Context: an optimization exercise on an open-source flow, tuned for small area, a short achievable clock period and few clock cycles per item. The choices shown serve that exercise and are no tape-out recipe. In this exercise RTL edits were held to simulation tests only and were not proved equivalent to the original.

## flow/design.v (module list and top-level ports; edited modules follow where they fit)
// module murmur: 39 lines
// module murmur_mul1: 485 lines
// module murmur_mul2: 557 lines
// module murmur_fa: 10 lines
// module murmur_multi: 37 lines
module murmur_multi#(
    parameter NUM_HASHER = 4
)(
    input logic clk,
    input logic resetn,
    output logic [NUM_HASHER-1:0] in_ready,
    input logic [NUM_HASHER-1:0] [63:0] in_data,
    input logic [NUM_HASHER-1:0] in_valid,
    input logic [NUM_HASHER-1:0] in_last_processed,
    input logic [NUM_HASHER-1:0] [63:0] in_serialnum,
    input logic [NUM_HASHER-1:0] out_ready,
    output logic [NUM_HASHER-1:0] [63:0] out_tuple,
    output logic [NUM_HASHER-1:0] [31:0] out_tag,
    output logic [NUM_HASHER-1:0] out_valid,
    output logic [NUM_HASHER-1:0] out_last_processed,
    output logic [NUM_HASHER-1:0] [63:0] out_serialnum
    );
  // ...
==> flow/flow/run.sh <==
#!/bin/bash
# The standard layout, with plain buf_1 cells as the port buffers (buffer_ports
# otherwise picks clkdlybuf4s50_1 delay cells). Every port is still buffered.
set -euo pipefail
export BUFFER_PORTS_ARGS="-buffer_cell sky130_fd_sc_hd__buf_1"
bash standard.sh > standard.log 2>&1
==> flow/standard.sh <==
#!/bin/bash
# synth_recipe.tcl (not shown) runs the flow's synth.tcl, then flattens the netlist and writes it again
# the make line also repeats each setting of config.mk as NAME=value (left out here)
make -C /OpenROAD-flow-scripts/flow DESIGN_CONFIG=/design/flow/config.mk WORK_HOME=/design/flow/orfs CLKGATE_MAP_FILE= SYNTH_SCRIPT=/design/flow/synth_recipe.tcl "${@:-finish}"
==> flow/config.mk <==
export PLATFORM = sky130hd
export DESIGN_NAME = murmur_multi
export DESIGN_NICKNAME = murmur_multi
export VERILOG_FILES = /design/flow/design.v
export SDC_FILE = /design/flow/constraint.sdc
export NUM_CORES = 4
export LEC_CHECK = 0
export CAP_MARGIN = 20
export CORE_MARGIN = 2
export CORE_UTILIZATION = 40
export SLEW_MARGIN = 20
export SYNTH_HIERARCHICAL = 1
export SYNTH_MINIMUM_KEEP_SIZE = 0
==> flow/constraint.sdc <==
create_clock -name core_clock -period 8.0 [get_ports {clk}]
set_input_delay 1.6000 -clock core_clock [delete_from_list [all_inputs] [get_ports {clk}]]
set_output_delay 1.6000 -clock core_clock [all_outputs]
set_load 0.01 [all_outputs]
==> implementation parameters, run 1 <==
Parameter                              Value

Setup path
  Slowest Stage Delay on Critical Path ... ~0.67 ns
  Kind of end point of the critical path ... output pin
  Startpoint of the worst-slack reg-to-reg timing path ... lane[1].murmur_inst.out_valid$_SDFFE_PN0P_
  Slowest stage cell on the critical path ... edfxtp_1
  Worst setup path startpoint ... lane[3].murmur_inst.h2_q[0]$_DFFE_PP_
  Setup slack, reg-to-reg ... 7.22 ns
  Worst setup path endpoint ... out_tag[111]
  Required time reported for the critical path endpoint ... roughly 6.4 ns

Final layout
  Sequential Area ... roughly 20000 sq um
  Layout buffer count excluding clock buffers ... approximately 1400
  Share of cells above drive strength 1 ... 8.325%
  Sequential cells ... 648
  Count of clock-net buffers in the final layout ... 86

Timing
  Setup repair after global routing missed its margin ... true
  Pins Over Slew Limit ... 0
  Final Hold Vio Count ... 0
  Hold WS ... roughly 0.5 ns

Die
  IO Pins ... roughly 1200
  Die area ... about 160000 sq um

Clock tree
  Clock-pin transition on the worst setup and hold timing paths ... about 0.06 ns
  Clock Tree Root ... clkbuf_16
  Total CTS buffers ... 77
  H-tree depth reported by CTS ... 3

Yosys
  Share of the yosys chip area belonging to registers ... roughly a third
  Post-synthesis instance total ... roughly 4000
  Largest family of logic cells by synthesized area ... adder cells

Drt
  Iteration-0 DRC Markers ... 3161
  Length of the first detailed-routing pass in iterations ... 5

Global route
  Wire length of the first global-routing pass ... 290.7 mm

Place
  Final HPWL from detailed placement ... 171.9 mm

Status
  Run status ... timing/DRC/antenna clean
Testbench counts, summed over its fixed seeds: cycles 12,008, items 48,000.
==> run 2: changes to the inputs <==
==> flow/design.v (replaced) <==
module murmur (
    input logic clk,
    input logic resetn,
    output logic in_ready,
    input logic [63:0] in_data,
    input logic in_valid,
    input logic in_last_processed,
    input logic [63:0] in_serialnum,
    input logic out_ready,
    output logic [95:0] out_data,
    output logic out_valid,
    output logic out_last_processed,
    output logic [63:0] out_serialnum
);
logic [31:0] h0, h1, h2, h3, h4;
logic [31:0] h2_q;
logic [63:0] data_q;
assign h0 = in_data[31:0] ^ (in_data[31:0] >> 16);
murmur_mul1 mul1 (.x(h0), .y(h1));
assign h2 = h1 ^ (h1 >> 13);
always_ff @(posedge clk) begin
    if (~resetn)
        out_valid <= 1'b0;
    else if (out_ready)
        out_valid <= in_valid;
end
always_ff @(posedge clk) begin
    if (out_ready) begin
        h2_q <= h2;
        data_q <= in_data;
        out_last_processed <= in_last_processed;
        out_serialnum <= in_serialnum;
    end
end
murmur_mul2 mul2 (.x(h2_q), .y(h3));
assign h4 = h3 ^ (h3 >> 16);
assign in_ready = out_ready;
assign out_data = {h4, data_q};
endmodule
module murmur_mul1 (
    input logic [31:0] x,
    output logic [31:0] y
);
logic [31:0] nx;
assign nx = ~x;
logic p_w1;
logic p_w2;
logic p_w3;
logic p_w4;
logic p_w6;
logic p_w7;
logic p_w8;
logic p_w9;
logic p_w11;
logic p_w12;
logic p_w14;
logic p_w15;
logic p_w17;
logic p_w18;
logic p_w20;
logic p_w21;
logic p_w23;
logic p_w24;
logic p_w26;
logic p_w27;
logic p_w29;
logic p_w30;
logic p_w32;
logic p_w33;
logic p_w35;
logic p_w36;
logic p_w38;
logic p_w39;
logic p_w41;
logic p_w42;
logic p_w44;
logic p_w45;
logic p_w47;
logic p_w48;
logic p_w50;
logic p_w51;
logic p_w53;
logic p_w54;
logic p_w56;
logic p_w57;
logic p_w59;
logic p_w60;
logic p_w62;
logic p_w63;
logic p_w65;
logic p_w66;
logic p_w68;
logic p_w69;
logic p_w71;
logic p_w72;
logic p_w74;
logic p_w75;
logic p_w77;
logic p_w78;
logic p_w80;
logic p_w81;
logic p_w83;
logic p_w84;
logic p_w86;
logic p_w87;
logic p_w89;
logic p_w90;
logic p_w91;
logic p_w92;
logic p_w94;
logic p_w95;
logic p_w97;
logic p_w98;
logic p_w100;
logic p_w101;
logic p_w103;
logic p_w104;
logic p_w106;
logic p_w107;
logic p_w109;
logic p_w110;
logic p_w112;
logic p_w113;
logic p_w115;
logic p_w116;
logic p_w118;
logic p_w119;
logic p_w121;
logic p_w122;
logic p_w124;
logic p_w125;
logic p_w127;
logic p_w128;
logic p_w130;
logic p_w131;
logic p_w133;
logic p_w134;
logic p_w136;
logic p_w137;
logic p_w139;
logic p_w140;
logic p_w142;
logic p_w143;
logic p_w145;
logic p_w146;
logic p_w148;
logic p_w149;
logic p_w150;
logic p_w151;
logic p_w153;
logic p_w154;
logic p_w156;
logic p_w157;
logic p_w159;
logic p_w160;
logic p_w162;
logic p_w163;
logic p_w165;
logic p_w166;
logic p_w168;
logic p_w169;
logic p_w171;
logic p_w172;
logic p_w174;
logic p_w175;
logic p_w177;
logic p_w178;
logic p_w180;
logic p_w181;
logic p_w183;
logic p_w184;
logic p_w185;
logic p_w186;
logic p_w188;
logic p_w189;
logic p_w191;
logic p_w192;
logic p_w194;
logic p_w195;
logic p_w197;
logic p_w198;
logic p_w200;
logic p_w201;
logic p_w203;
logic p_w204;
logic p_w206;
logic p_w207;
logic p_w209;
logic p_w210;
logic p_w212;
logic p_w213;
logic p_w215;
logic p_w216;
logic p_w218;
logic p_w219;
logic p_w221;
logic p_w222;
logic p_w224;
logic p_w225;
logic p_w227;
logic p_w228;
logic p_w230;
logic p_w231;
logic p_w233;
logic p_w234;
logic p_w236;
logic p_w237;
logic p_w239;
logic p_w240;
logic p_w242;
logic p_w243;
logic p_w245;
logic p_w246;
logic p_w248;
logic p_w249;
logic p_w251;
logic p_w252;
logic p_w254;
logic p_w255;
logic p_w257;
logic p_w258;
logic p_w260;
logic p_w261;
logic p_w263;
logic p_w264;
logic p_w266;
logic p_w267;
logic p_w269;
logic p_w270;
logic p_w272;
logic p_w273;
logic p_w275;
logic p_w276;
logic p_w278;
logic p_w279;
logic p_w281;
logic p_w282;
logic p_w284;
logic p_w285;
logic p_w287;
logic p_w288;
logic p_w289;
logic p_w290;
logic p_w292;
logic p_w293;
logic p_w295;
logic p_w296;
logic p_w298;
logic p_w299;
logic p_w301;
logic p_w302;
logic p_w304;
logic p_w305;
logic p_w307;
logic p_w308;
logic p_w310;
logic p_w311;
logic p_w313;
logic p_w314;
logic p_w316;
logic p_w317;
logic p_w319;
logic p_w320;
logic p_w322;
logic p_w323;
logic p_w325;
logic p_w326;
logic p_w328;
logic p_w329;
logic p_w331;
logic p_w332;
logic p_w334;
logic p_w335;
logic p_w337;
logic p_w338;
logic p_w340;
logic p_w341;
logic p_w343;
logic p_w344;
logic p_w346;
logic p_w347;
logic p_w349;
logic p_w350;
logic p_w352;
logic p_w353;
logic p_w355;
logic p_w356;
logic p_w358;
logic p_w359;
logic p_w361;
logic p_w362;
logic p_w364;
logic p_w365;
logic p_w367;
logic p_w368;
logic p_w370;
logic p_w371;
logic p_w373;
logic p_w374;
logic p_w376;
logic p_w377;
logic p_w379;
logic p_w380;
logic p_w382;
logic p_w383;
logic p_w385;
logic p_w386;
logic p_w388;
logic p_w389;
logic p_w391;
logic p_w392;
logic p_w394;
logic p_w395;
logic p_w397;
logic p_w398;
logic p_w400;
logic p_w401;
logic p_w403;
logic p_w404;
logic p_w406;
logic p_w407;
logic p_w409;
logic p_w410;
logic p_w412;
logic p_w413;
logic p_w415;
logic p_w416;
logic p_w418;
logic p_w419;
logic p_w421;
logic p_w422;
logic p_w424;
logic p_w425;
logic p_w427;
logic p_w428;
logic p_w430;
logic p_w431;
logic p_w433;
logic p_w434;
logic p_w436;
logic p_w437;
logic p_w439;
logic p_w440;
logic p_w442;
logic p_w443;
logic p_w445;
logic p_w446;
logic p_w448;
logic p_w449;
logic p_w451;
logic p_w452;
logic p_w454;
logic p_w455;
logic p_w457;
logic p_w458;
logic p_w460;
logic p_w461;
logic p_w463;
logic p_w464;
logic p_w466;
logic p_w467;
logic p_w469;
logic p_w470;
assign p_w1 = ~(nx[2] ^ nx[0]);
assign p_w2 = nx[2] | nx[0];
murmur_fa p_fa5 (.a(nx[3]), .b(nx[1]), .c(p_w2), .s(p_w3), .co(p_w4));
assign p_w6 = ~(nx[4] ^ nx[2]);
assign p_w7 = nx[4] | nx[2];
murmur_fa p_fa10 (.a(nx[0]), .b(p_w6), .c(p_w4), .s(p_w8), .co(p_w9));
murmur_fa p_fa13 (.a(nx[5]), .b(nx[3]), .c(nx[1]), .s(p_w11), .co(p_w12));
murmur_fa p_fa16 (.a(p_w7), .b(p_w11), .c(p_w9), .s(p_w14), .co(p_w15));
murmur_fa p_fa19 (.a(nx[6]), .b(nx[4]), .c(nx[2]), .s(p_w17), .co(p_w18));
murmur_fa p_fa22 (.a(p_w12), .b(p_w17), .c(p_w15), .s(p_w20), .co(p_w21));
murmur_fa p_fa25 (.a(x[0]), .b(nx[7]), .c(nx[5]), .s(p_w23), .co(p_w24));
murmur_fa p_fa28 (.a(nx[3]), .b(p_w18), .c(p_w23), .s(p_w26), .co(p_w27));
murmur_fa p_fa31 (.a(x[1]), .b(nx[8]), .c(nx[6]), .s(p_w29), .co(p_w30));
murmur_fa p_fa34 (.a(nx[4]), .b(p_w24), .c(p_w29), .s(p_w32), .co(p_w33));
murmur_fa p_fa37 (.a(x[2]), .b(x[0]), .c(nx[9]), .s(p_w35), .co(p_w36));
murmur_fa p_fa40 (.a(nx[7]), .b(nx[5]), .c(p_w30), .s(p_w38), .co(p_w39));
murmur_fa p_fa43 (.a(p_w35), .b(p_w33), .c(p_w38), .s(p_w41), .co(p_w42));
murmur_fa p_fa46 (.a(x[3]), .b(x[1]), .c(nx[10]), .s(p_w44), .co(p_w45));
murmur_fa p_fa49 (.a(nx[8]), .b(nx[6]), .c(p_w36), .s(p_w47), .co(p_w48));
murmur_fa p_fa52 (.a(p_w44), .b(p_w39), .c(p_w47), .s(p_w50), .co(p_w51));
murmur_fa p_fa55 (.a(x[4]), .b(x[2]), .c(x[0]), .s(p_w53), .co(p_w54));
murmur_fa p_fa58 (.a(nx[11]), .b(nx[9]), .c(nx[7]), .s(p_w56), .co(p_w57));
murmur_fa p_fa61 (.a(p_w53), .b(p_w45), .c(p_w56), .s(p_w59), .co(p_w60));
murmur_fa p_fa64 (.a(p_w48), .b(p_w59), .c(p_w51), .s(p_w62), .co(p_w63));
murmur_fa p_fa67 (.a(x[5]), .b(x[3]), .c(x[1]), .s(p_w65), .co(p_w66));
murmur_fa p_fa70 (.a(nx[12]), .b(nx[10]), .c(nx[8]), .s(p_w68), .co(p_w69));
murmur_fa p_fa73 (.a(p_w54), .b(p_w65), .c(p_w57), .s(p_w71), .co(p_w72));
murmur_fa p_fa76 (.a(p_w68), .b(p_w60), .c(p_w71), .s(p_w74), .co(p_w75));
murmur_fa p_fa79 (.a(x[6]), .b(x[4]), .c(x[2]), .s(p_w77), .co(p_w78));
murmur_fa p_fa82 (.a(nx[13]), .b(nx[11]), .c(nx[9]), .s(p_w80), .co(p_w81));
murmur_fa p_fa85 (.a(p_w66), .b(p_w77), .c(p_w69), .s(p_w83), .co(p_w84));
murmur_fa p_fa88 (.a(p_w80), .b(p_w72), .c(p_w83), .s(p_w86), .co(p_w87));
assign p_w89 = ~(x[7] ^ x[5]);
assign p_w90 = x[7] | x[5];
murmur_fa p_fa93 (.a(x[3]), .b(nx[14]), .c(nx[12]), .s(p_w91), .co(p_w92));
murmur_fa p_fa96 (.a(nx[10]), .b(nx[0]), .c(p_w78), .s(p_w94), .co(p_w95));
murmur_fa p_fa99 (.a(p_w89), .b(p_w81), .c(p_w91), .s(p_w97), .co(p_w98));
murmur_fa p_fa102 (.a(p_w94), .b(p_w84), .c(p_w97), .s(p_w100), .co(p_w101));
murmur_fa p_fa105 (.a(x[8]), .b(x[6]), .c(x[4]), .s(p_w103), .co(p_w104));
murmur_fa p_fa108 (.a(nx[15]), .b(nx[13]), .c(nx[11]), .s(p_w106), .co(p_w107));
murmur_fa p_fa111 (.a(nx[1]), .b(p_w90), .c(p_w103), .s(p_w109), .co(p_w110));
murmur_fa p_fa114 (.a(p_w92), .b(p_w106), .c(p_w95), .s(p_w112), .co(p_w113));
murmur_fa p_fa117 (.a(p_w109), .b(p_w98), .c(p_w112), .s(p_w115), .co(p_w116));
murmur_fa p_fa120 (.a(x[9]), .b(x[7]), .c(x[5]), .s(p_w118), .co(p_w119));
murmur_fa p_fa123 (.a(nx[16]), .b(nx[14]), .c(nx[12]), .s(p_w121), .co(p_w122));
murmur_fa p_fa126 (.a(nx[2]), .b(p_w104), .c(p_w118), .s(p_w124), .co(p_w125));
murmur_fa p_fa129 (.a(p_w107), .b(p_w121), .c(p_w110), .s(p_w127), .co(p_w128));
murmur_fa p_fa132 (.a(p_w124), .b(p_w113), .c(p_w127), .s(p_w130), .co(p_w131));
murmur_fa p_fa135 (.a(x[10]), .b(x[8]), .c(x[6]), .s(p_w133), .co(p_w134));
murmur_fa p_fa138 (.a(nx[17]), .b(nx[15]), .c(nx[13]), .s(p_w136), .co(p_w137));
murmur_fa p_fa141 (.a(nx[3]), .b(p_w119), .c(p_w133), .s(p_w139), .co(p_w140));
murmur_fa p_fa144 (.a(p_w122), .b(p_w136), .c(p_w125), .s(p_w142), .co(p_w143));
murmur_fa p_fa147 (.a(p_w139), .b(p_w128), .c(p_w142), .s(p_w145), .co(p_w146));
assign p_w148 = ~(x[11] ^ x[9]);
assign p_w149 = x[11] | x[9];
murmur_fa p_fa152 (.a(x[7]), .b(nx[18]), .c(nx[16]), .s(p_w150), .co(p_w151));
murmur_fa p_fa155 (.a(nx[14]), .b(nx[4]), .c(nx[0]), .s(p_w153), .co(p_w154));
murmur_fa p_fa158 (.a(p_w134), .b(p_w148), .c(p_w137), .s(p_w156), .co(p_w157));
murmur_fa p_fa161 (.a(p_w150), .b(p_w153), .c(p_w140), .s(p_w159), .co(p_w160));
murmur_fa p_fa164 (.a(p_w156), .b(p_w143), .c(p_w159), .s(p_w162), .co(p_w163));
murmur_fa p_fa167 (.a(x[12]), .b(x[10]), .c(x[8]), .s(p_w165), .co(p_w166));
murmur_fa p_fa170 (.a(nx[19]), .b(nx[17]), .c(nx[15]), .s(p_w168), .co(p_w169));
murmur_fa p_fa173 (.a(nx[5]), .b(nx[1]), .c(p_w149), .s(p_w171), .co(p_w172));
murmur_fa p_fa176 (.a(p_w165), .b(p_w151), .c(p_w154), .s(p_w174), .co(p_w175));
murmur_fa p_fa179 (.a(p_w168), .b(p_w171), .c(p_w157), .s(p_w177), .co(p_w178));
murmur_fa p_fa182 (.a(p_w174), .b(p_w160), .c(p_w177), .s(p_w180), .co(p_w181));
assign p_w183 = ~(x[13] ^ x[11]);
assign p_w184 = x[13] | x[11];
murmur_fa p_fa187 (.a(x[9]), .b(nx[20]), .c(nx[18]), .s(p_w185), .co(p_w186));
murmur_fa p_fa190 (.a(nx[16]), .b(nx[6]), .c(nx[2]), .s(p_w188), .co(p_w189));
murmur_fa p_fa193 (.a(nx[0]), .b(p_w166), .c(p_w183), .s(p_w191), .co(p_w192));
murmur_fa p_fa196 (.a(p_w169), .b(p_w185), .c(p_w188), .s(p_w194), .co(p_w195));
murmur_fa p_fa199 (.a(p_w172), .b(p_w191), .c(p_w175), .s(p_w197), .co(p_w198));
murmur_fa p_fa202 (.a(p_w194), .b(p_w178), .c(p_w197), .s(p_w200), .co(p_w201));
murmur_fa p_fa205 (.a(x[14]), .b(x[12]), .c(x[10]), .s(p_w203), .co(p_w204));
murmur_fa p_fa208 (.a(nx[21]), .b(nx[19]), .c(nx[17]), .s(p_w206), .co(p_w207));
murmur_fa p_fa211 (.a(nx[7]), .b(nx[3]), .c(nx[1]), .s(p_w209), .co(p_w210));
murmur_fa p_fa214 (.a(p_w184), .b(p_w203), .c(p_w186), .s(p_w212), .co(p_w213));
murmur_fa p_fa217 (.a(p_w189), .b(p_w206), .c(p_w209), .s(p_w215), .co(p_w216));
murmur_fa p_fa220 (.a(p_w192), .b(p_w195), .c(p_w212), .s(p_w218), .co(p_w219));
murmur_fa p_fa223 (.a(p_w215), .b(p_w198), .c(p_w218), .s(p_w221), .co(p_w222));
murmur_fa p_fa226 (.a(x[15]), .b(x[13]), .c(x[11]), .s(p_w224), .co(p_w225));
murmur_fa p_fa229 (.a(nx[22]), .b(nx[20]), .c(nx[18]), .s(p_w227), .co(p_w228));
murmur_fa p_fa232 (.a(nx[8]), .b(nx[4]), .c(nx[2]), .s(p_w230), .co(p_w231));
murmur_fa p_fa235 (.a(p_w204), .b(p_w224), .c(p_w207), .s(p_w233), .co(p_w234));
murmur_fa p_fa238 (.a(p_w210), .b(p_w227), .c(p_w230), .s(p_w236), .co(p_w237));
murmur_fa p_fa241 (.a(p_w213), .b(p_w216), .c(p_w233), .s(p_w239), .co(p_w240));
murmur_fa p_fa244 (.a(p_w236), .b(p_w219), .c(p_w239), .s(p_w242), .co(p_w243));
murmur_fa p_fa247 (.a(x[16]), .b(x[14]), .c(x[12]), .s(p_w245), .co(p_w246));
murmur_fa p_fa250 (.a(nx[23]), .b(nx[21]), .c(nx[19]), .s(p_w248), .co(p_w249));
murmur_fa p_fa253 (.a(nx[9]), .b(nx[5]), .c(nx[3]), .s(p_w251), .co(p_w252));
murmur_fa p_fa256 (.a(p_w225), .b(p_w245), .c(p_w228), .s(p_w254), .co(p_w255));
murmur_fa p_fa259 (.a(p_w231), .b(p_w248), .c(p_w251), .s(p_w257), .co(p_w258));
murmur_fa p_fa262 (.a(p_w234), .b(p_w237), .c(p_w254), .s(p_w260), .co(p_w261));
murmur_fa p_fa265 (.a(p_w257), .b(p_w240), .c(p_w260), .s(p_w263), .co(p_w264));
murmur_fa p_fa268 (.a(x[17]), .b(x[15]), .c(x[13]), .s(p_w266), .co(p_w267));
murmur_fa p_fa271 (.a(nx[24]), .b(nx[22]), .c(nx[20]), .s(p_w269), .co(p_w270));
murmur_fa p_fa274 (.a(nx[10]), .b(nx[6]), .c(nx[4]), .s(p_w272), .co(p_w273));
murmur_fa p_fa277 (.a(p_w246), .b(p_w266), .c(p_w249), .s(p_w275), .co(p_w276));
murmur_fa p_fa280 (.a(p_w252), .b(p_w269), .c(p_w272), .s(p_w278), .co(p_w279));
murmur_fa p_fa283 (.a(p_w255), .b(p_w258), .c(p_w275), .s(p_w281), .co(p_w282));
murmur_fa p_fa286 (.a(p_w278), .b(p_w261), .c(p_w281), .s(p_w284), .co(p_w285));
assign p_w287 = ~(x[18] ^ x[16]);
assign p_w288 = x[18] | x[16];
murmur_fa p_fa291 (.a(x[14]), .b(nx[25]), .c(nx[23]), .s(p_w289), .co(p_w290));
murmur_fa p_fa294 (.a(nx[21]), .b(nx[11]), .c(nx[7]), .s(p_w292), .co(p_w293));
murmur_fa p_fa297 (.a(nx[5]), .b(nx[0]), .c(p_w267), .s(p_w295), .co(p_w296));
murmur_fa p_fa300 (.a(p_w287), .b(p_w270), .c(p_w273), .s(p_w298), .co(p_w299));
murmur_fa p_fa303 (.a(p_w289), .b(p_w292), .c(p_w295), .s(p_w301), .co(p_w302));
murmur_fa p_fa306 (.a(p_w276), .b(p_w279), .c(p_w298), .s(p_w304), .co(p_w305));
murmur_fa p_fa309 (.a(p_w301), .b(p_w282), .c(p_w304), .s(p_w307), .co(p_w308));
murmur_fa p_fa312 (.a(x[19]), .b(x[17]), .c(x[15]), .s(p_w310), .co(p_w311));
murmur_fa p_fa315 (.a(nx[26]), .b(nx[24]), .c(nx[22]), .s(p_w313), .co(p_w314));
murmur_fa p_fa318 (.a(nx[12]), .b(nx[8]), .c(nx[6]), .s(p_w316), .co(p_w317));
murmur_fa p_fa321 (.a(nx[1]), .b(p_w288), .c(p_w310), .s(p_w319), .co(p_w320));
murmur_fa p_fa324 (.a(p_w290), .b(p_w293), .c(p_w313), .s(p_w322), .co(p_w323));
murmur_fa p_fa327 (.a(p_w316), .b(p_w296), .c(p_w319), .s(p_w325), .co(p_w326));
murmur_fa p_fa330 (.a(p_w299), .b(p_w322), .c(p_w302), .s(p_w328), .co(p_w329));
murmur_fa p_fa333 (.a(p_w325), .b(p_w305), .c(p_w328), .s(p_w331), .co(p_w332));
murmur_fa p_fa336 (.a(x[20]), .b(x[18]), .c(x[16]), .s(p_w334), .co(p_w335));
murmur_fa p_fa339 (.a(x[0]), .b(nx[27]), .c(nx[25]), .s(p_w337), .co(p_w338));
murmur_fa p_fa342 (.a(nx[23]), .b(nx[13]), .c(nx[9]), .s(p_w340), .co(p_w341));
murmur_fa p_fa345 (.a(nx[7]), .b(nx[2]), .c(p_w311), .s(p_w343), .co(p_w344));
murmur_fa p_fa348 (.a(p_w334), .b(p_w314), .c(p_w317), .s(p_w346), .co(p_w347));
murmur_fa p_fa351 (.a(p_w337), .b(p_w340), .c(p_w320), .s(p_w349), .co(p_w350));
murmur_fa p_fa354 (.a(p_w343), .b(p_w323), .c(p_w346), .s(p_w352), .co(p_w353));
murmur_fa p_fa357 (.a(p_w326), .b(p_w349), .c(p_w352), .s(p_w355), .co(p_w356));
murmur_fa p_fa360 (.a(p_w329), .b(p_w355), .c(p_w332), .s(p_w358), .co(p_w359));
murmur_fa p_fa363 (.a(x[21]), .b(x[19]), .c(x[17]), .s(p_w361), .co(p_w362));
murmur_fa p_fa366 (.a(x[1]), .b(nx[28]), .c(nx[26]), .s(p_w364), .co(p_w365));
murmur_fa p_fa369 (.a(nx[24]), .b(nx[14]), .c(nx[10]), .s(p_w367), .co(p_w368));
murmur_fa p_fa372 (.a(nx[8]), .b(nx[3]), .c(p_w335), .s(p_w370), .co(p_w371));
murmur_fa p_fa375 (.a(p_w361), .b(p_w338), .c(p_w341), .s(p_w373), .co(p_w374));
murmur_fa p_fa378 (.a(p_w364), .b(p_w367), .c(p_w344), .s(p_w376), .co(p_w377));
murmur_fa p_fa381 (.a(p_w370), .b(p_w347), .c(p_w373), .s(p_w379), .co(p_w380));
murmur_fa p_fa384 (.a(p_w350), .b(p_w376), .c(p_w353), .s(p_w382), .co(p_w383));
murmur_fa p_fa387 (.a(p_w379), .b(p_w382), .c(p_w356), .s(p_w385), .co(p_w386));
murmur_fa p_fa390 (.a(x[22]), .b(x[20]), .c(x[18]), .s(p_w388), .co(p_w389));
murmur_fa p_fa393 (.a(x[2]), .b(nx[29]), .c(nx[27]), .s(p_w391), .co(p_w392));
murmur_fa p_fa396 (.a(nx[25]), .b(nx[15]), .c(nx[11]), .s(p_w394), .co(p_w395));
murmur_fa p_fa399 (.a(nx[9]), .b(nx[4]), .c(p_w362), .s(p_w397), .co(p_w398));
murmur_fa p_fa402 (.a(p_w388), .b(p_w365), .c(p_w368), .s(p_w400), .co(p_w401));
murmur_fa p_fa405 (.a(p_w391), .b(p_w394), .c(p_w371), .s(p_w403), .co(p_w404));
murmur_fa p_fa408 (.a(p_w397), .b(p_w374), .c(p_w400), .s(p_w406), .co(p_w407));
murmur_fa p_fa411 (.a(p_w377), .b(p_w403), .c(p_w380), .s(p_w409), .co(p_w410));
murmur_fa p_fa414 (.a(p_w406), .b(p_w383), .c(p_w409), .s(p_w412), .co(p_w413));
murmur_fa p_fa417 (.a(x[23]), .b(x[21]), .c(x[19]), .s(p_w415), .co(p_w416));
murmur_fa p_fa420 (.a(x[3]), .b(nx[30]), .c(nx[28]), .s(p_w418), .co(p_w419));
murmur_fa p_fa423 (.a(nx[26]), .b(nx[16]), .c(nx[12]), .s(p_w421), .co(p_w422));
murmur_fa p_fa426 (.a(nx[10]), .b(nx[5]), .c(p_w389), .s(p_w424), .co(p_w425));
murmur_fa p_fa429 (.a(p_w415), .b(p_w392), .c(p_w395), .s(p_w427), .co(p_w428));
murmur_fa p_fa432 (.a(p_w418), .b(p_w421), .c(p_w398), .s(p_w430), .co(p_w431));
murmur_fa p_fa435 (.a(p_w424), .b(p_w401), .c(p_w427), .s(p_w433), .co(p_w434));
murmur_fa p_fa438 (.a(p_w404), .b(p_w430), .c(p_w407), .s(p_w436), .co(p_w437));
murmur_fa p_fa441 (.a(p_w433), .b(p_w410), .c(p_w436), .s(p_w439), .co(p_w440));
murmur_fa p_fa444 (.a(x[24]), .b(x[22]), .c(x[20]), .s(p_w442), .co(p_w443));
murmur_fa p_fa447 (.a(x[4]), .b(x[0]), .c(nx[31]), .s(p_w445), .co(p_w446));
murmur_fa p_fa450 (.a(nx[29]), .b(nx[27]), .c(nx[17]), .s(p_w448), .co(p_w449));
murmur_fa p_fa453 (.a(nx[13]), .b(nx[11]), .c(nx[6]), .s(p_w451), .co(p_w452));
murmur_fa p_fa456 (.a(p_w416), .b(p_w442), .c(p_w419), .s(p_w454), .co(p_w455));
murmur_fa p_fa459 (.a(p_w422), .b(p_w445), .c(p_w448), .s(p_w457), .co(p_w458));
murmur_fa p_fa462 (.a(p_w451), .b(p_w425), .c(p_w428), .s(p_w460), .co(p_w461));
murmur_fa p_fa465 (.a(p_w454), .b(p_w431), .c(p_w457), .s(p_w463), .co(p_w464));
murmur_fa p_fa468 (.a(p_w434), .b(p_w460), .c(p_w463), .s(p_w466), .co(p_w467));
murmur_fa p_fa471 (.a(p_w437), .b(p_w466), .c(p_w440), .s(p_w469), .co(p_w470));
assign y = {p_w469, p_w413, p_w386, p_w385, p_w358, p_w308, p_w285, p_w264, p_w243, p_w222, p_w201, p_w181, p_w163, p_w146, p_w131, p_w116, p_w101, p_w87, p_w75, p_w74, p_w62, p_w42, p_w41, p_w27, p_w26, p_w20, p_w14, p_w8, p_w3, p_w1, nx[1], 1'b1} + {1'b0, p_w439, p_w412, p_w359, 1'b0, p_w331, p_w307, p_w284, p_w263, p_w242, p_w221, p_w200, p_w180, p_w162, p_w145, p_w130, p_w115, p_w100, p_w86, p_w63, 1'b0, p_w50, 1'b0, p_w32, p_w21, 1'b0, 1'b0, 1'b0, 1'b0, 1'b0, 1'b0, nx[0]};
endmodule
module murmur_mul2 (
    input logic [31:0] x,
    output logic [31:0] y
);
logic [31:0] nx;
assign nx = ~x;
logic p_w1;
logic p_w2;
logic p_w3;
logic p_w4;
logic p_w6;
logic p_w7;
logic p_w9;
logic p_w10;
logic p_w12;
logic p_w13;
logic p_w15;
logic p_w16;
logic p_w18;
logic p_w19;
logic p_w21;
logic p_w22;
logic p_w24;
logic p_w25;
logic p_w26;
logic p_w27;
logic p_w29;
logic p_w30;
logic p_w32;
logic p_w33;
logic p_w35;
logic p_w36;
logic p_w38;
logic p_w39;
logic p_w41;
logic p_w42;
logic p_w44;
logic p_w45;
logic p_w47;
logic p_w48;
logic p_w50;
logic p_w51;
logic p_w52;
logic p_w53;
logic p_w55;
logic p_w56;
logic p_w58;
logic p_w59;
logic p_w61;
logic p_w62;
logic p_w64;
logic p_w65;
logic p_w67;
logic p_w68;
logic p_w70;
logic p_w71;
logic p_w73;
logic p_w74;
logic p_w75;
logic p_w76;
logic p_w78;
logic p_w79;
logic p_w81;
logic p_w82;
logic p_w84;
logic p_w85;
logic p_w87;
logic p_w88;
logic p_w90;
logic p_w91;
logic p_w93;
logic p_w94;
logic p_w96;
logic p_w97;
logic p_w99;
logic p_w100;
logic p_w102;
logic p_w103;
logic p_w104;
logic p_w105;
logic p_w107;
logic p_w108;
logic p_w110;
logic p_w111;
logic p_w113;
logic p_w114;
logic p_w116;
logic p_w117;
logic p_w119;
logic p_w120;
logic p_w122;
logic p_w123;
logic p_w125;
logic p_w126;
logic p_w128;
logic p_w129;
logic p_w131;
logic p_w132;
logic p_w134;
logic p_w135;
logic p_w137;
logic p_w138;
logic p_w140;
logic p_w141;
logic p_w143;
logic p_w144;
logic p_w146;
logic p_w147;
logic p_w149;
logic p_w150;
logic p_w152;
logic p_w153;
logic p_w155;
logic p_w156;
logic p_w158;
logic p_w159;
logic p_w161;
logic p_w162;
logic p_w164;
logic p_w165;
logic p_w167;
logic p_w168;
logic p_w170;
logic p_w171;
logic p_w173;
logic p_w174;
logic p_w176;
logic p_w177;
logic p_w179;
logic p_w180;
logic p_w181;
logic p_w182;
logic p_w184;
logic p_w185;
logic p_w187;
logic p_w188;
logic p_w190;
logic p_w191;
logic p_w193;
logic p_w194;
logic p_w196;
logic p_w197;
logic p_w199;
logic p_w200;
logic p_w202;
logic p_w203;
logic p_w205;
logic p_w206;
logic p_w208;
logic p_w209;
logic p_w211;
logic p_w212;
logic p_w214;
logic p_w215;
logic p_w217;
logic p_w218;
logic p_w220;
logic p_w221;
logic p_w223;
logic p_w224;
logic p_w226;
logic p_w227;
logic p_w228;
logic p_w229;
logic p_w231;
logic p_w232;
logic p_w234;
logic p_w235;
logic p_w237;
logic p_w238;
logic p_w240;
logic p_w241;
logic p_w243;
logic p_w244;
logic p_w246;
logic p_w247;
logic p_w249;
logic p_w250;
logic p_w252;
logic p_w253;
logic p_w255;
logic p_w256;
logic p_w258;
logic p_w259;
logic p_w261;
logic p_w262;
logic p_w264;
logic p_w265;
logic p_w267;
logic p_w268;
logic p_w270;
logic p_w271;
logic p_w273;
logic p_w274;
logic p_w276;
logic p_w277;
logic p_w279;
logic p_w280;
logic p_w281;
logic p_w282;
logic p_w284;
logic p_w285;
logic p_w287;
logic p_w288;
logic p_w290;
logic p_w291;
logic p_w293;
logic p_w294;
logic p_w296;
logic p_w297;
logic p_w299;
logic p_w300;
logic p_w302;
logic p_w303;
logic p_w305;
logic p_w306;
logic p_w308;
logic p_w309;
logic p_w311;
logic p_w312;
logic p_w314;
logic p_w315;
logic p_w317;
logic p_w318;
logic p_w320;
logic p_w321;
logic p_w323;
logic p_w324;
logic p_w326;
logic p_w327;
logic p_w329;
logic p_w330;
logic p_w332;
logic p_w333;
logic p_w335;
logic p_w336;
logic p_w338;
logic p_w339;
logic p_w341;
logic p_w342;
logic p_w344;
logic p_w345;
logic p_w347;
logic p_w348;
logic p_w350;
logic p_w351;
logic p_w353;
logic p_w354;
logic p_w356;
logic p_w357;
logic p_w359;
logic p_w360;
logic p_w362;
logic p_w363;
logic p_w365;
logic p_w366;
logic p_w368;
logic p_w369;
logic p_w371;
logic p_w372;
logic p_w374;
logic p_w375;
logic p_w377;
logic p_w378;
logic p_w380;
logic p_w381;
logic p_w383;
logic p_w384;
logic p_w386;
logic p_w387;
logic p_w389;
logic p_w390;
logic p_w392;
logic p_w393;
logic p_w395;
logic p_w396;
logic p_w398;
logic p_w399;
logic p_w401;
logic p_w402;
logic p_w404;
logic p_w405;
logic p_w407;
logic p_w408;
logic p_w410;
logic p_w411;
logic p_w413;
logic p_w414;
logic p_w416;
logic p_w417;
logic p_w419;
logic p_w420;
logic p_w422;
logic p_w423;
logic p_w425;
logic p_w426;
logic p_w428;
logic p_w429;
logic p_w431;
logic p_w432;
logic p_w434;
logic p_w435;
logic p_w437;
logic p_w438;
logic p_w440;
logic p_w441;
logic p_w443;
logic p_w444;
logic p_w446;
logic p_w447;
logic p_w449;
logic p_w450;
logic p_w452;
logic p_w453;
logic p_w455;
logic p_w456;
logic p_w458;
logic p_w459;
logic p_w461;
logic p_w462;
logic p_w464;
logic p_w465;
logic p_w467;
logic p_w468;
logic p_w470;
logic p_w471;
logic p_w472;
logic p_w473;
logic p_w475;
logic p_w476;
logic p_w478;
logic p_w479;
logic p_w481;
logic p_w482;
logic p_w484;
logic p_w485;
logic p_w487;
logic p_w488;
logic p_w490;
logic p_w491;
logic p_w493;
logic p_w494;
logic p_w496;
logic p_w497;
logic p_w499;
logic p_w500;
logic p_w502;
logic p_w503;
logic p_w505;
logic p_w506;
logic p_w508;
logic p_w509;
logic p_w511;
logic p_w512;
logic p_w514;
logic p_w515;
logic p_w517;
logic p_w518;
logic p_w520;
logic p_w521;
logic p_w523;
logic p_w524;
logic p_w526;
logic p_w527;
logic p_w529;
logic p_w530;
logic p_w532;
logic p_w533;
logic p_w535;
logic p_w536;
logic p_w538;
logic p_w539;
assign p_w1 = ~(x[4] ^ x[2]);
assign p_w2 = x[4] | x[2];
murmur_fa p_fa5 (.a(x[5]), .b(x[3]), .c(nx[1]), .s(p_w3), .co(p_w4));
murmur_fa p_fa8 (.a(x[6]), .b(x[4]), .c(x[0]), .s(p_w6), .co(p_w7));
murmur_fa p_fa11 (.a(nx[2]), .b(p_w6), .c(p_w4), .s(p_w9), .co(p_w10));
murmur_fa p_fa14 (.a(x[7]), .b(x[5]), .c(x[1]), .s(p_w12), .co(p_w13));
murmur_fa p_fa17 (.a(nx[3]), .b(p_w7), .c(p_w12), .s(p_w15), .co(p_w16));
murmur_fa p_fa20 (.a(x[8]), .b(x[6]), .c(x[2]), .s(p_w18), .co(p_w19));
murmur_fa p_fa23 (.a(nx[4]), .b(p_w13), .c(p_w18), .s(p_w21), .co(p_w22));
assign p_w24 = ~(x[9] ^ x[7]);
assign p_w25 = x[9] | x[7];
murmur_fa p_fa28 (.a(x[3]), .b(nx[5]), .c(nx[0]), .s(p_w26), .co(p_w27));
murmur_fa p_fa31 (.a(p_w19), .b(p_w24), .c(p_w26), .s(p_w29), .co(p_w30));
murmur_fa p_fa34 (.a(x[10]), .b(x[8]), .c(x[4]), .s(p_w32), .co(p_w33));
murmur_fa p_fa37 (.a(nx[6]), .b(nx[1]), .c(p_w25), .s(p_w35), .co(p_w36));
murmur_fa p_fa40 (.a(p_w32), .b(p_w27), .c(p_w35), .s(p_w38), .co(p_w39));
murmur_fa p_fa43 (.a(x[11]), .b(x[9]), .c(x[5]), .s(p_w41), .co(p_w42));
murmur_fa p_fa46 (.a(nx[7]), .b(nx[2]), .c(p_w33), .s(p_w44), .co(p_w45));
murmur_fa p_fa49 (.a(p_w41), .b(p_w36), .c(p_w44), .s(p_w47), .co(p_w48));
assign p_w50 = ~(x[12] ^ x[10]);
assign p_w51 = x[12] | x[10];
murmur_fa p_fa54 (.a(x[6]), .b(nx[8]), .c(nx[3]), .s(p_w52), .co(p_w53));
murmur_fa p_fa57 (.a(nx[0]), .b(p_w42), .c(p_w50), .s(p_w55), .co(p_w56));
murmur_fa p_fa60 (.a(p_w52), .b(p_w45), .c(p_w55), .s(p_w58), .co(p_w59));
murmur_fa p_fa63 (.a(x[13]), .b(x[11]), .c(x[7]), .s(p_w61), .co(p_w62));
murmur_fa p_fa66 (.a(nx[9]), .b(nx[4]), .c(nx[1]), .s(p_w64), .co(p_w65));
murmur_fa p_fa69 (.a(p_w51), .b(p_w61), .c(p_w53), .s(p_w67), .co(p_w68));
murmur_fa p_fa72 (.a(p_w64), .b(p_w56), .c(p_w67), .s(p_w70), .co(p_w71));
assign p_w73 = ~(x[14] ^ x[12]);
assign p_w74 = x[14] | x[12];
murmur_fa p_fa77 (.a(x[8]), .b(nx[10]), .c(nx[5]), .s(p_w75), .co(p_w76));
murmur_fa p_fa80 (.a(nx[2]), .b(nx[0]), .c(p_w62), .s(p_w78), .co(p_w79));
murmur_fa p_fa83 (.a(p_w73), .b(p_w65), .c(p_w75), .s(p_w81), .co(p_w82));
murmur_fa p_fa86 (.a(p_w78), .b(p_w68), .c(p_w81), .s(p_w84), .co(p_w85));
murmur_fa p_fa89 (.a(x[15]), .b(x[13]), .c(x[9]), .s(p_w87), .co(p_w88));
murmur_fa p_fa92 (.a(nx[11]), .b(nx[6]), .c(nx[3]), .s(p_w90), .co(p_w91));
murmur_fa p_fa95 (.a(nx[1]), .b(p_w74), .c(p_w87), .s(p_w93), .co(p_w94));
murmur_fa p_fa98 (.a(p_w76), .b(p_w90), .c(p_w79), .s(p_w96), .co(p_w97));
murmur_fa p_fa101 (.a(p_w93), .b(p_w82), .c(p_w96), .s(p_w99), .co(p_w100));
assign p_w102 = ~(x[16] ^ x[14]);
assign p_w103 = x[16] | x[14];
murmur_fa p_fa106 (.a(x[10]), .b(nx[12]), .c(nx[7]), .s(p_w104), .co(p_w105));
murmur_fa p_fa109 (.a(nx[4]), .b(nx[2]), .c(nx[0]), .s(p_w107), .co(p_w108));
murmur_fa p_fa112 (.a(p_w88), .b(p_w102), .c(p_w91), .s(p_w110), .co(p_w111));
murmur_fa p_fa115 (.a(p_w104), .b(p_w107), .c(p_w94), .s(p_w113), .co(p_w114));
murmur_fa p_fa118 (.a(p_w110), .b(p_w97), .c(p_w113), .s(p_w116), .co(p_w117));
murmur_fa p_fa121 (.a(x[17]), .b(x[15]), .c(x[11]), .s(p_w119), .co(p_w120));
murmur_fa p_fa124 (.a(nx[13]), .b(nx[8]), .c(nx[5]), .s(p_w122), .co(p_w123));
murmur_fa p_fa127 (.a(nx[3]), .b(nx[1]), .c(p_w103), .s(p_w125), .co(p_w126));
murmur_fa p_fa130 (.a(p_w119), .b(p_w105), .c(p_w108), .s(p_w128), .co(p_w129));
murmur_fa p_fa133 (.a(p_w122), .b(p_w125), .c(p_w111), .s(p_w131), .co(p_w132));
murmur_fa p_fa136 (.a(p_w128), .b(p_w114), .c(p_w131), .s(p_w134), .co(p_w135));
murmur_fa p_fa139 (.a(x[18]), .b(x[16]), .c(x[12]), .s(p_w137), .co(p_w138));
murmur_fa p_fa142 (.a(x[0]), .b(nx[14]), .c(nx[9]), .s(p_w140), .co(p_w141));
murmur_fa p_fa145 (.a(nx[6]), .b(nx[4]), .c(nx[2]), .s(p_w143), .co(p_w144));
murmur_fa p_fa148 (.a(p_w120), .b(p_w137), .c(p_w123), .s(p_w146), .co(p_w147));
murmur_fa p_fa151 (.a(p_w140), .b(p_w143), .c(p_w126), .s(p_w149), .co(p_w150));
murmur_fa p_fa154 (.a(p_w129), .b(p_w146), .c(p_w149), .s(p_w152), .co(p_w153));
murmur_fa p_fa157 (.a(p_w132), .b(p_w152), .c(p_w135), .s(p_w155), .co(p_w156));
murmur_fa p_fa160 (.a(x[19]), .b(x[17]), .c(x[13]), .s(p_w158), .co(p_w159));
murmur_fa p_fa163 (.a(x[1]), .b(nx[15]), .c(nx[10]), .s(p_w161), .co(p_w162));
murmur_fa p_fa166 (.a(nx[7]), .b(nx[5]), .c(nx[3]), .s(p_w164), .co(p_w165));
murmur_fa p_fa169 (.a(p_w138), .b(p_w158), .c(p_w141), .s(p_w167), .co(p_w168));
murmur_fa p_fa172 (.a(p_w144), .b(p_w161), .c(p_w164), .s(p_w170), .co(p_w171));
murmur_fa p_fa175 (.a(p_w147), .b(p_w167), .c(p_w150), .s(p_w173), .co(p_w174));
murmur_fa p_fa178 (.a(p_w170), .b(p_w153), .c(p_w173), .s(p_w176), .co(p_w177));
assign p_w179 = ~(x[20] ^ x[18]);
assign p_w180 = x[20] | x[18];
murmur_fa p_fa183 (.a(x[14]), .b(x[2]), .c(nx[16]), .s(p_w181), .co(p_w182));
murmur_fa p_fa186 (.a(nx[11]), .b(nx[8]), .c(nx[6]), .s(p_w184), .co(p_w185));
murmur_fa p_fa189 (.a(nx[4]), .b(nx[0]), .c(p_w159), .s(p_w187), .co(p_w188));
murmur_fa p_fa192 (.a(p_w179), .b(p_w162), .c(p_w165), .s(p_w190), .co(p_w191));
murmur_fa p_fa195 (.a(p_w181), .b(p_w184), .c(p_w187), .s(p_w193), .co(p_w194));
murmur_fa p_fa198 (.a(p_w168), .b(p_w171), .c(p_w190), .s(p_w196), .co(p_w197));
murmur_fa p_fa201 (.a(p_w193), .b(p_w174), .c(p_w196), .s(p_w199), .co(p_w200));
murmur_fa p_fa204 (.a(x[21]), .b(x[19]), .c(x[15]), .s(p_w202), .co(p_w203));
murmur_fa p_fa207 (.a(x[3]), .b(nx[17]), .c(nx[12]), .s(p_w205), .co(p_w206));
murmur_fa p_fa210 (.a(nx[9]), .b(nx[7]), .c(nx[5]), .s(p_w208), .co(p_w209));
murmur_fa p_fa213 (.a(nx[1]), .b(p_w180), .c(p_w202), .s(p_w211), .co(p_w212));
murmur_fa p_fa216 (.a(p_w182), .b(p_w185), .c(p_w205), .s(p_w214), .co(p_w215));
murmur_fa p_fa219 (.a(p_w208), .b(p_w188), .c(p_w211), .s(p_w217), .co(p_w218));
murmur_fa p_fa222 (.a(p_w191), .b(p_w214), .c(p_w194), .s(p_w220), .co(p_w221));
murmur_fa p_fa225 (.a(p_w217), .b(p_w197), .c(p_w220), .s(p_w223), .co(p_w224));
assign p_w226 = ~(x[22] ^ x[20]);
assign p_w227 = x[22] | x[20];
murmur_fa p_fa230 (.a(x[16]), .b(x[4]), .c(nx[18]), .s(p_w228), .co(p_w229));
murmur_fa p_fa233 (.a(nx[13]), .b(nx[10]), .c(nx[8]), .s(p_w231), .co(p_w232));
murmur_fa p_fa236 (.a(nx[6]), .b(nx[2]), .c(nx[0]), .s(p_w234), .co(p_w235));
murmur_fa p_fa239 (.a(p_w203), .b(p_w226), .c(p_w206), .s(p_w237), .co(p_w238));
murmur_fa p_fa242 (.a(p_w209), .b(p_w228), .c(p_w231), .s(p_w240), .co(p_w241));
murmur_fa p_fa245 (.a(p_w234), .b(p_w212), .c(p_w215), .s(p_w243), .co(p_w244));
murmur_fa p_fa248 (.a(p_w237), .b(p_w240), .c(p_w218), .s(p_w246), .co(p_w247));
murmur_fa p_fa251 (.a(p_w243), .b(p_w221), .c(p_w246), .s(p_w249), .co(p_w250));
murmur_fa p_fa254 (.a(x[23]), .b(x[21]), .c(x[17]), .s(p_w252), .co(p_w253));
murmur_fa p_fa257 (.a(x[5]), .b(nx[19]), .c(nx[14]), .s(p_w255), .co(p_w256));
murmur_fa p_fa260 (.a(nx[11]), .b(nx[9]), .c(nx[7]), .s(p_w258), .co(p_w259));
murmur_fa p_fa263 (.a(nx[3]), .b(nx[1]), .c(p_w227), .s(p_w261), .co(p_w262));
murmur_fa p_fa266 (.a(p_w252), .b(p_w229), .c(p_w232), .s(p_w264), .co(p_w265));
murmur_fa p_fa269 (.a(p_w235), .b(p_w255), .c(p_w258), .s(p_w267), .co(p_w268));
murmur_fa p_fa272 (.a(p_w261), .b(p_w238), .c(p_w241), .s(p_w270), .co(p_w271));
murmur_fa p_fa275 (.a(p_w264), .b(p_w267), .c(p_w244), .s(p_w273), .co(p_w274));
murmur_fa p_fa278 (.a(p_w270), .b(p_w247), .c(p_w273), .s(p_w276), .co(p_w277));
assign p_w279 = ~(x[24] ^ x[22]);
assign p_w280 = x[24] | x[22];
murmur_fa p_fa283 (.a(x[18]), .b(x[6]), .c(nx[20]), .s(p_w281), .co(p_w282));
murmur_fa p_fa286 (.a(nx[15]), .b(nx[12]), .c(nx[10]), .s(p_w284), .co(p_w285));
murmur_fa p_fa289 (.a(nx[8]), .b(nx[4]), .c(nx[2]), .s(p_w287), .co(p_w288));
murmur_fa p_fa292 (.a(nx[0]), .b(p_w253), .c(p_w279), .s(p_w290), .co(p_w291));
murmur_fa p_fa295 (.a(p_w256), .b(p_w259), .c(p_w281), .s(p_w293), .co(p_w294));
murmur_fa p_fa298 (.a(p_w284), .b(p_w287), .c(p_w262), .s(p_w296), .co(p_w297));
murmur_fa p_fa301 (.a(p_w290), .b(p_w265), .c(p_w268), .s(p_w299), .co(p_w300));
murmur_fa p_fa304 (.a(p_w293), .b(p_w296), .c(p_w271), .s(p_w302), .co(p_w303));
murmur_fa p_fa307 (.a(p_w299), .b(p_w274), .c(p_w302), .s(p_w305), .co(p_w306));
murmur_fa p_fa310 (.a(x[25]), .b(x[23]), .c(x[19]), .s(p_w308), .co(p_w309));
murmur_fa p_fa313 (.a(x[7]), .b(nx[21]), .c(nx[16]), .s(p_w311), .co(p_w312));
murmur_fa p_fa316 (.a(nx[13]), .b(nx[11]), .c(nx[9]), .s(p_w314), .co(p_w315));
murmur_fa p_fa319 (.a(nx[5]), .b(nx[3]), .c(nx[1]), .s(p_w317), .co(p_w318));
murmur_fa p_fa322 (.a(p_w280), .b(p_w308), .c(p_w282), .s(p_w320), .co(p_w321));
murmur_fa p_fa325 (.a(p_w285), .b(p_w288), .c(p_w311), .s(p_w323), .co(p_w324));
murmur_fa p_fa328 (.a(p_w314), .b(p_w317), .c(p_w291), .s(p_w326), .co(p_w327));
murmur_fa p_fa331 (.a(p_w294), .b(p_w320), .c(p_w297), .s(p_w329), .co(p_w330));
murmur_fa p_fa334 (.a(p_w323), .b(p_w326), .c(p_w300), .s(p_w332), .co(p_w333));
murmur_fa p_fa337 (.a(p_w329), .b(p_w303), .c(p_w332), .s(p_w335), .co(p_w336));
murmur_fa p_fa340 (.a(x[26]), .b(x[24]), .c(x[20]), .s(p_w338), .co(p_w339));
murmur_fa p_fa343 (.a(x[8]), .b(x[0]), .c(nx[22]), .s(p_w341), .co(p_w342));
murmur_fa p_fa346 (.a(nx[17]), .b(nx[14]), .c(nx[12]), .s(p_w344), .co(p_w345));
murmur_fa p_fa349 (.a(nx[10]), .b(nx[6]), .c(nx[4]), .s(p_w347), .co(p_w348));
murmur_fa p_fa352 (.a(nx[2]), .b(p_w309), .c(p_w338), .s(p_w350), .co(p_w351));
murmur_fa p_fa355 (.a(p_w312), .b(p_w315), .c(p_w318), .s(p_w353), .co(p_w354));
murmur_fa p_fa358 (.a(p_w341), .b(p_w344), .c(p_w347), .s(p_w356), .co(p_w357));
murmur_fa p_fa361 (.a(p_w350), .b(p_w321), .c(p_w324), .s(p_w359), .co(p_w360));
murmur_fa p_fa364 (.a(p_w353), .b(p_w356), .c(p_w327), .s(p_w362), .co(p_w363));
murmur_fa p_fa367 (.a(p_w330), .b(p_w359), .c(p_w362), .s(p_w365), .co(p_w366));
murmur_fa p_fa370 (.a(p_w333), .b(p_w365), .c(p_w336), .s(p_w368), .co(p_w369));
murmur_fa p_fa373 (.a(x[27]), .b(x[25]), .c(x[21]), .s(p_w371), .co(p_w372));
murmur_fa p_fa376 (.a(x[9]), .b(x[1]), .c(nx[23]), .s(p_w374), .co(p_w375));
murmur_fa p_fa379 (.a(nx[18]), .b(nx[15]), .c(nx[13]), .s(p_w377), .co(p_w378));
murmur_fa p_fa382 (.a(nx[11]), .b(nx[7]), .c(nx[5]), .s(p_w380), .co(p_w381));
murmur_fa p_fa385 (.a(nx[3]), .b(p_w339), .c(p_w371), .s(p_w383), .co(p_w384));
murmur_fa p_fa388 (.a(p_w342), .b(p_w345), .c(p_w348), .s(p_w386), .co(p_w387));
murmur_fa p_fa391 (.a(p_w374), .b(p_w377), .c(p_w380), .s(p_w389), .co(p_w390));
murmur_fa p_fa394 (.a(p_w351), .b(p_w383), .c(p_w354), .s(p_w392), .co(p_w393));
murmur_fa p_fa397 (.a(p_w357), .b(p_w386), .c(p_w389), .s(p_w395), .co(p_w396));
murmur_fa p_fa400 (.a(p_w360), .b(p_w392), .c(p_w363), .s(p_w398), .co(p_w399));
murmur_fa p_fa403 (.a(p_w395), .b(p_w366), .c(p_w398), .s(p_w401), .co(p_w402));
murmur_fa p_fa406 (.a(x[28]), .b(x[26]), .c(x[22]), .s(p_w404), .co(p_w405));
murmur_fa p_fa409 (.a(x[10]), .b(x[2]), .c(nx[24]), .s(p_w407), .co(p_w408));
murmur_fa p_fa412 (.a(nx[19]), .b(nx[16]), .c(nx[14]), .s(p_w410), .co(p_w411));
murmur_fa p_fa415 (.a(nx[12]), .b(nx[8]), .c(nx[6]), .s(p_w413), .co(p_w414));
murmur_fa p_fa418 (.a(nx[4]), .b(p_w372), .c(p_w404), .s(p_w416), .co(p_w417));
murmur_fa p_fa421 (.a(p_w375), .b(p_w378), .c(p_w381), .s(p_w419), .co(p_w420));
murmur_fa p_fa424 (.a(p_w407), .b(p_w410), .c(p_w413), .s(p_w422), .co(p_w423));
murmur_fa p_fa427 (.a(p_w384), .b(p_w416), .c(p_w387), .s(p_w425), .co(p_w426));
murmur_fa p_fa430 (.a(p_w390), .b(p_w419), .c(p_w422), .s(p_w428), .co(p_w429));
murmur_fa p_fa433 (.a(p_w393), .b(p_w425), .c(p_w396), .s(p_w431), .co(p_w432));
murmur_fa p_fa436 (.a(p_w428), .b(p_w399), .c(p_w431), .s(p_w434), .co(p_w435));
murmur_fa p_fa439 (.a(x[29]), .b(x[27]), .c(x[23]), .s(p_w437), .co(p_w438));
murmur_fa p_fa442 (.a(x[11]), .b(x[3]), .c(nx[25]), .s(p_w440), .co(p_w441));
murmur_fa p_fa445 (.a(nx[20]), .b(nx[17]), .c(nx[15]), .s(p_w443), .co(p_w444));
murmur_fa p_fa448 (.a(nx[13]), .b(nx[9]), .c(nx[7]), .s(p_w446), .co(p_w447));
murmur_fa p_fa451 (.a(nx[5]), .b(p_w405), .c(p_w437), .s(p_w449), .co(p_w450));
murmur_fa p_fa454 (.a(p_w408), .b(p_w411), .c(p_w414), .s(p_w452), .co(p_w453));
murmur_fa p_fa457 (.a(p_w440), .b(p_w443), .c(p_w446), .s(p_w455), .co(p_w456));
murmur_fa p_fa460 (.a(p_w417), .b(p_w449), .c(p_w420), .s(p_w458), .co(p_w459));
murmur_fa p_fa463 (.a(p_w423), .b(p_w452), .c(p_w455), .s(p_w461), .co(p_w462));
murmur_fa p_fa466 (.a(p_w426), .b(p_w458), .c(p_w429), .s(p_w464), .co(p_w465));
murmur_fa p_fa469 (.a(p_w461), .b(p_w432), .c(p_w464), .s(p_w467), .co(p_w468));
assign p_w470 = ~(x[30] ^ x[28]);
assign p_w471 = x[30] | x[28];
murmur_fa p_fa474 (.a(x[24]), .b(x[12]), .c(x[4]), .s(p_w472), .co(p_w473));
murmur_fa p_fa477 (.a(nx[26]), .b(nx[21]), .c(nx[18]), .s(p_w475), .co(p_w476));
murmur_fa p_fa480 (.a(nx[16]), .b(nx[14]), .c(nx[10]), .s(p_w478), .co(p_w479));
murmur_fa p_fa483 (.a(nx[8]), .b(nx[6]), .c(nx[0]), .s(p_w481), .co(p_w482));
murmur_fa p_fa486 (.a(p_w438), .b(p_w470), .c(p_w472), .s(p_w484), .co(p_w485));
murmur_fa p_fa489 (.a(p_w441), .b(p_w444), .c(p_w447), .s(p_w487), .co(p_w488));
murmur_fa p_fa492 (.a(p_w475), .b(p_w478), .c(p_w481), .s(p_w490), .co(p_w491));
murmur_fa p_fa495 (.a(p_w450), .b(p_w484), .c(p_w453), .s(p_w493), .co(p_w494));
murmur_fa p_fa498 (.a(p_w456), .b(p_w487), .c(p_w490), .s(p_w496), .co(p_w497));
murmur_fa p_fa501 (.a(p_w459), .b(p_w493), .c(p_w462), .s(p_w499), .co(p_w500));
murmur_fa p_fa504 (.a(p_w496), .b(p_w465), .c(p_w499), .s(p_w502), .co(p_w503));
murmur_fa p_fa507 (.a(x[31]), .b(x[29]), .c(x[25]), .s(p_w505), .co(p_w506));
murmur_fa p_fa510 (.a(x[13]), .b(x[5]), .c(nx[27]), .s(p_w508), .co(p_w509));
murmur_fa p_fa513 (.a(nx[22]), .b(nx[19]), .c(nx[17]), .s(p_w511), .co(p_w512));
murmur_fa p_fa516 (.a(nx[15]), .b(nx[11]), .c(nx[9]), .s(p_w514), .co(p_w515));
murmur_fa p_fa519 (.a(nx[7]), .b(nx[1]), .c(p_w471), .s(p_w517), .co(p_w518));
murmur_fa p_fa522 (.a(p_w473), .b(p_w505), .c(p_w476), .s(p_w520), .co(p_w521));
murmur_fa p_fa525 (.a(p_w479), .b(p_w482), .c(p_w508), .s(p_w523), .co(p_w524));
murmur_fa p_fa528 (.a(p_w511), .b(p_w514), .c(p_w485), .s(p_w526), .co(p_w527));
murmur_fa p_fa531 (.a(p_w517), .b(p_w488), .c(p_w491), .s(p_w529), .co(p_w530));
murmur_fa p_fa534 (.a(p_w520), .b(p_w523), .c(p_w526), .s(p_w532), .co(p_w533));
murmur_fa p_fa537 (.a(p_w494), .b(p_w497), .c(p_w529), .s(p_w535), .co(p_w536));
murmur_fa p_fa540 (.a(p_w532), .b(p_w500), .c(p_w535), .s(p_w538), .co(p_w539));
assign y = {p_w503, p_w468, p_w435, p_w402, p_w401, p_w368, p_w306, p_w277, p_w250, p_w224, p_w200, p_w177, p_w176, p_w155, p_w117, p_w100, p_w85, p_w71, p_w59, p_w48, p_w39, p_w30, p_w22, p_w16, p_w15, p_w9, p_w2, nx[0], x[3], x[2], x[1], x[0]} + {p_w538, p_w502, p_w467, p_w434, p_w369, 1'b0, p_w335, p_w305, p_w276, p_w249, p_w223, p_w199, p_w156, 1'b0, p_w134, p_w116, p_w99, p_w84, p_w70, p_w58, p_w47, p_w38, p_w29, p_w21, p_w10, 1'b0, p_w3, p_w1, x[1], x[0], 1'b0, 1'b0};
endmodule
module murmur_fa (
    input logic a,
    input logic b,
    input logic c,
    output logic s,
    output logic co
);
assign s = a ^ b ^ c;
assign co = (a & b) | (a & c) | (b & c);
endmodule
module murmur_multi#(
    parameter NUM_HASHER = 4
)(
    input logic clk,
    input logic resetn,
    output logic [NUM_HASHER-1:0] in_ready,
    input logic [NUM_HASHER-1:0] [63:0] in_data,
    input logic [NUM_HASHER-1:0] in_valid,
    input logic [NUM_HASHER-1:0] in_last_processed,
    input logic [NUM_HASHER-1:0] [63:0] in_serialnum,
    input logic [NUM_HASHER-1:0] out_ready,
    output logic [NUM_HASHER-1:0] [63:0] out_tuple,
    output logic [NUM_HASHER-1:0] [31:0] out_tag,
    output logic [NUM_HASHER-1:0] out_valid,
    output logic [NUM_HASHER-1:0] out_last_processed,
    output logic [NUM_HASHER-1:0] [63:0] out_serialnum
    );
for (genvar i = 0; i < NUM_HASHER; i = i + 1) begin : lane
    logic [95:0] out_data;
    murmur murmur_inst (
            .clk(clk),
            .resetn(resetn),
            .in_ready(in_ready[i]),
            .in_data(in_data[i]),
            .in_valid(in_valid[i]),
            .in_last_processed(in_last_processed[i]),
            .in_serialnum(in_serialnum[i]),
            .out_ready(out_ready[i]),
            .out_valid(out_valid[i]),
            .out_data(out_data),
            .out_last_processed(out_last_processed[i]),
            .out_serialnum(out_serialnum[i])
        );
    assign out_tuple[i] = out_data[63:0];
    assign out_tag[i] = out_data[95:64];
end
endmodule
==> implementation parameters, run 2 <==
Parameter                              Value

Place
  Final HPWL from detailed placement ... 176.9 mm (+2.9%)
  Placed Cells ... 7456
  Area after detailed placement ... 68450 sq um

Setup path
  Required time reported for the critical path endpoint ... 6.40 ns (about the same)
  Cells along the critical path ... clkinvlp_4 -> buf_4 -> fa_1 -> fa_1 -> fa_1 -> fa_1 -> fa_1 -> ha_1 -> a21o_1 -> a21oi_1 -> nor2b_1 -> nand4_1 -> and4_1 -> a211oi_1 -> xor2_1 -> buf_1
  Startpoint of the worst-slack reg-to-reg timing path ... lane[2].murmur_inst.out_valid$_SDFFE_PN0P_
  Peak fanout along the critical path ... 8
  Worst Path Buf+Inv ... 3
  Worst endpoint data arrival time ... 6.17 ns
  Slowest stage cell on the critical path ... edfxtp_1
  Slowest Stage Delay on Critical Path ... 0.59 ns (-0.08 ns)
  Kind of end point of the critical path ... output pin
  Launching element type of the critical path ... register
  Setup slack, reg-to-reg ... 7.35 ns (+0.13 ns)

Die
  Count of standard-cell rows ... 143
  Die area ... 156400 sq um (+0.49%)
  IO Pins ... 1178 (unchanged)

Clock tree
  Clock-pin transition on the worst setup and hold timing paths ... 0.06 ns (about the same)
  Total CTS buffers ... 76 (-1.3%)
  Clock tree from TritonCTS ... done
  Clock Latency Late Sink ... 0.71 ns
  H-tree depth reported by CTS ... 3 (unchanged)
  Clock Tree Root ... clkbuf_16

Timing
  Worst path setup slack after routing ... 0.2280 ns
  Final Hold Vio Count ... 0 (unchanged)
  Pins Over Slew Limit ... 0 (unchanged)
  Rel. slew slack ... 37.41%
  Clock Skew ... 0 ns
  Final TNS setup ... 0 ns
  Final worst path period need ... 7.772 ns
  Hold WS ... 0.5238 ns (+0.01186 ns)
  Setup repair after global routing missed its margin ... true

Final layout
  Layout filler cell count ... roughly 14000
  Sequential Area ... 19420 sq um (unchanged)
  Commonest cells after routing, fill and taps aside ... fa_1, buf_1, edfxtp_1
  Final core utilization ... 47.73%
  Final non-filler cell area ... 72590 sq um
  Share of cells above drive strength 1 ... 8.374% (+0.049 points)
  Non-filler instance count after layout ... 7789
  Area growth from synthesis to final layout ... 18.44%
  Most common cell after layout, fill and taps aside ... fa_1
  Total number of nets in the final design ... about 7800

Yosys
  Leading post-synthesis cells by cell area ... fa_1, edfxtp_1, ha_1, xor2_1, inv_1
  Largest family of logic cells by synthesized area ... adder cells
  Yosys reg bits ... 648
  Post-synthesis instance total ... 4240 (+4.0%)
  Share of Yosys cell area claimed by the top area cell type ... ~43%
  Leading register cell type out of synthesis ... edfxtp_1
  Mean post-synth cell area ... 14.45 sq um
  Share of the yosys chip area belonging to registers ... 31.69% (-0.16 points)
  Async SR Flop Fraction ... 0%
  Synthesized-area fraction occupied by and/or/nand/nor cells ... 4.165%
  Synth Cell Area ... 61280 sq um
  Most used standard cell by instance count after synthesis ... fa_1

Drt
  Vias per inst ... roughly 5.2
  Iteration-0 DRC Markers ... 3123 (-1.2%)
  Length of the first detailed-routing pass in iterations ... 8 (+3)
  Routed vias ... 40514
  Post-detailed-route wirelength per cell ... between 20 and 30 um
  Residual antenna-violating net count after detailed routing ... 0

Global route
  GRT Util Overall ... between 20% and 30%
  Wire length of the first global-routing pass ... 294.4 mm (+1.3%)
  Vias in the first global route ... 43500

Hold path
  Hold path startpoint ... lane[0].murmur_inst.out_valid$_SDFFE_PN0P_
  Worst Hold Class ... reg -> reg
  Number of instances on the worst hold path ... 2
  Worst Hold Endpoint ... lane[0].murmur_inst.out_valid$_SDFFE_PN0P_

Status
  Run status ... timing/DRC/antenna clean
## run 2: changes by cell type in the layout (fill, tap and decap cells not counted), moves of 25 or more
| cell | delta |
|---|---|
| inv_1 | +88 |
| ha_1 | +64 |
| fa_1 | -61 |
| conb_1 | -60 |
| o21ai_0 | -36 |
| nand2_1 | +28 |
| a21oi_1 | +25 |
## run 2: layer usage
| metal | global-route usage, % | up-vias | routed length, um |
|---|---|---|---|
| met4 | 9.635 | 14 | 8865 |
| met2 | 41.92 | 1836 | 97590 |
| met3 | 6.710 | 315 | 16640 |
| met1 | 33.77 | 21107 | 81480 |
| met5 | 0 | - | 91 |
| li1 | - | 17242 | - |
## run 2: cells by family after synthesis
family                   after synthesis
adder cells (fa/ha/maj)             1568
buffers and inverters                476
AND/OR/NAND/NOR                      520
multiplexers                           4
flip-flops                           648
AO/OA/AOI/OAI                        604
XOR/XNOR                             420
## run 2: final cells by class
type / count / area share, %
Antenna cell: 3 / 0.01034
Clock buffer: 93 / 2.708
Clock inverter: 43 / 0.7257
Inverter: 416 / 2.353
Multi-Input combinational cell: 3116 / 55.11
Sequential cell: 648 / 26.75
Tap cell: 2030 / 3.499
Timing Repair Buffer: 1440 / 8.844
## run 2: worst max-delay path by stage
stage | start | endpoint | slack (ns)
after floorplan | lane[3].murmur_inst.h2_q[7]$_DFFE_PP_ | out_tag[111] | 1.42
after global placement | lane[3].murmur_inst.h2_q[3]$_DFFE_PP_ | out_tag[107] | 0.73
after detailed placement | lane[2].murmur_inst.h2_q[0]$_DFFE_PP_ | out_tag[79] | 0.73
after CTS | lane[2].murmur_inst.h2_q[7]$_DFFE_PP_ | out_tag[79] | 0.003
after global routing | lane[0].murmur_inst.h2_q[13]$_DFFE_PP_ | out_tag[15] | -0.02
final | lane[1].murmur_inst.h2_q[11]$_DFFE_PP_ | out_tag[46] | 0.23
## run 2: per-module statistics from Yosys (local to each module, per instance), a selection
module       area, sq um  flops+latches  cells  copies in the design
murmur              5325            162    216                     4
murmur_mul1         1539              0    222                     4
murmur_fa          20.02              0      1                  1308
murmur_mul2         1911              0    295                     4
## run 2: worst reg2reg max path: stages (launching register included)
cell     delay (ns)
dfxtp_1        0.32
mux2i_1        0.16
nor2b_1        0.06
## run 2: timing repair
action                                  in CTS  in global routing
pin swaps                                    0                  1
setup buffers                                1                193
resized for setup                            4                 39
endpoints found under the setup margin       2                 19
hold buffers                                 0                  0
Testbench counts of run 2, summed over its fixed seeds: cycles 12,008, items 48,000.

==> afterwards: timing with drivers on the ports <==
In the flow no input, the clock included, has a driving cell. The finished layouts below were timed again as built, in two steps. Step 1 sets driving cells, clkbuf_16 on the clock port and buf_2 on the other inputs (assumed; they add their load-dependent delay and slew). Step 2 times the ports against the registers' clock, not the clock port: input delays grow and output delays shrink by t, the midpoint of the rising clock arrivals with the driver on. Slacks: no drivers / after step 1 / after step 2; pairs: no drivers / after step 1.
run	t, ns	setup WS [ns]	latest minus earliest clock arrival (ns)	slew at the worst register clock pin (ns)
run 1	0.780	0.221 / 0.134 / 0.603	0.093 / 0.092	0.07 / 0.07
run 2	0.767	0.228 / 0.143 / 0.910	0.070 / 0.070	0.07 / 0.07
After both steps every run listed still meets setup and hold.
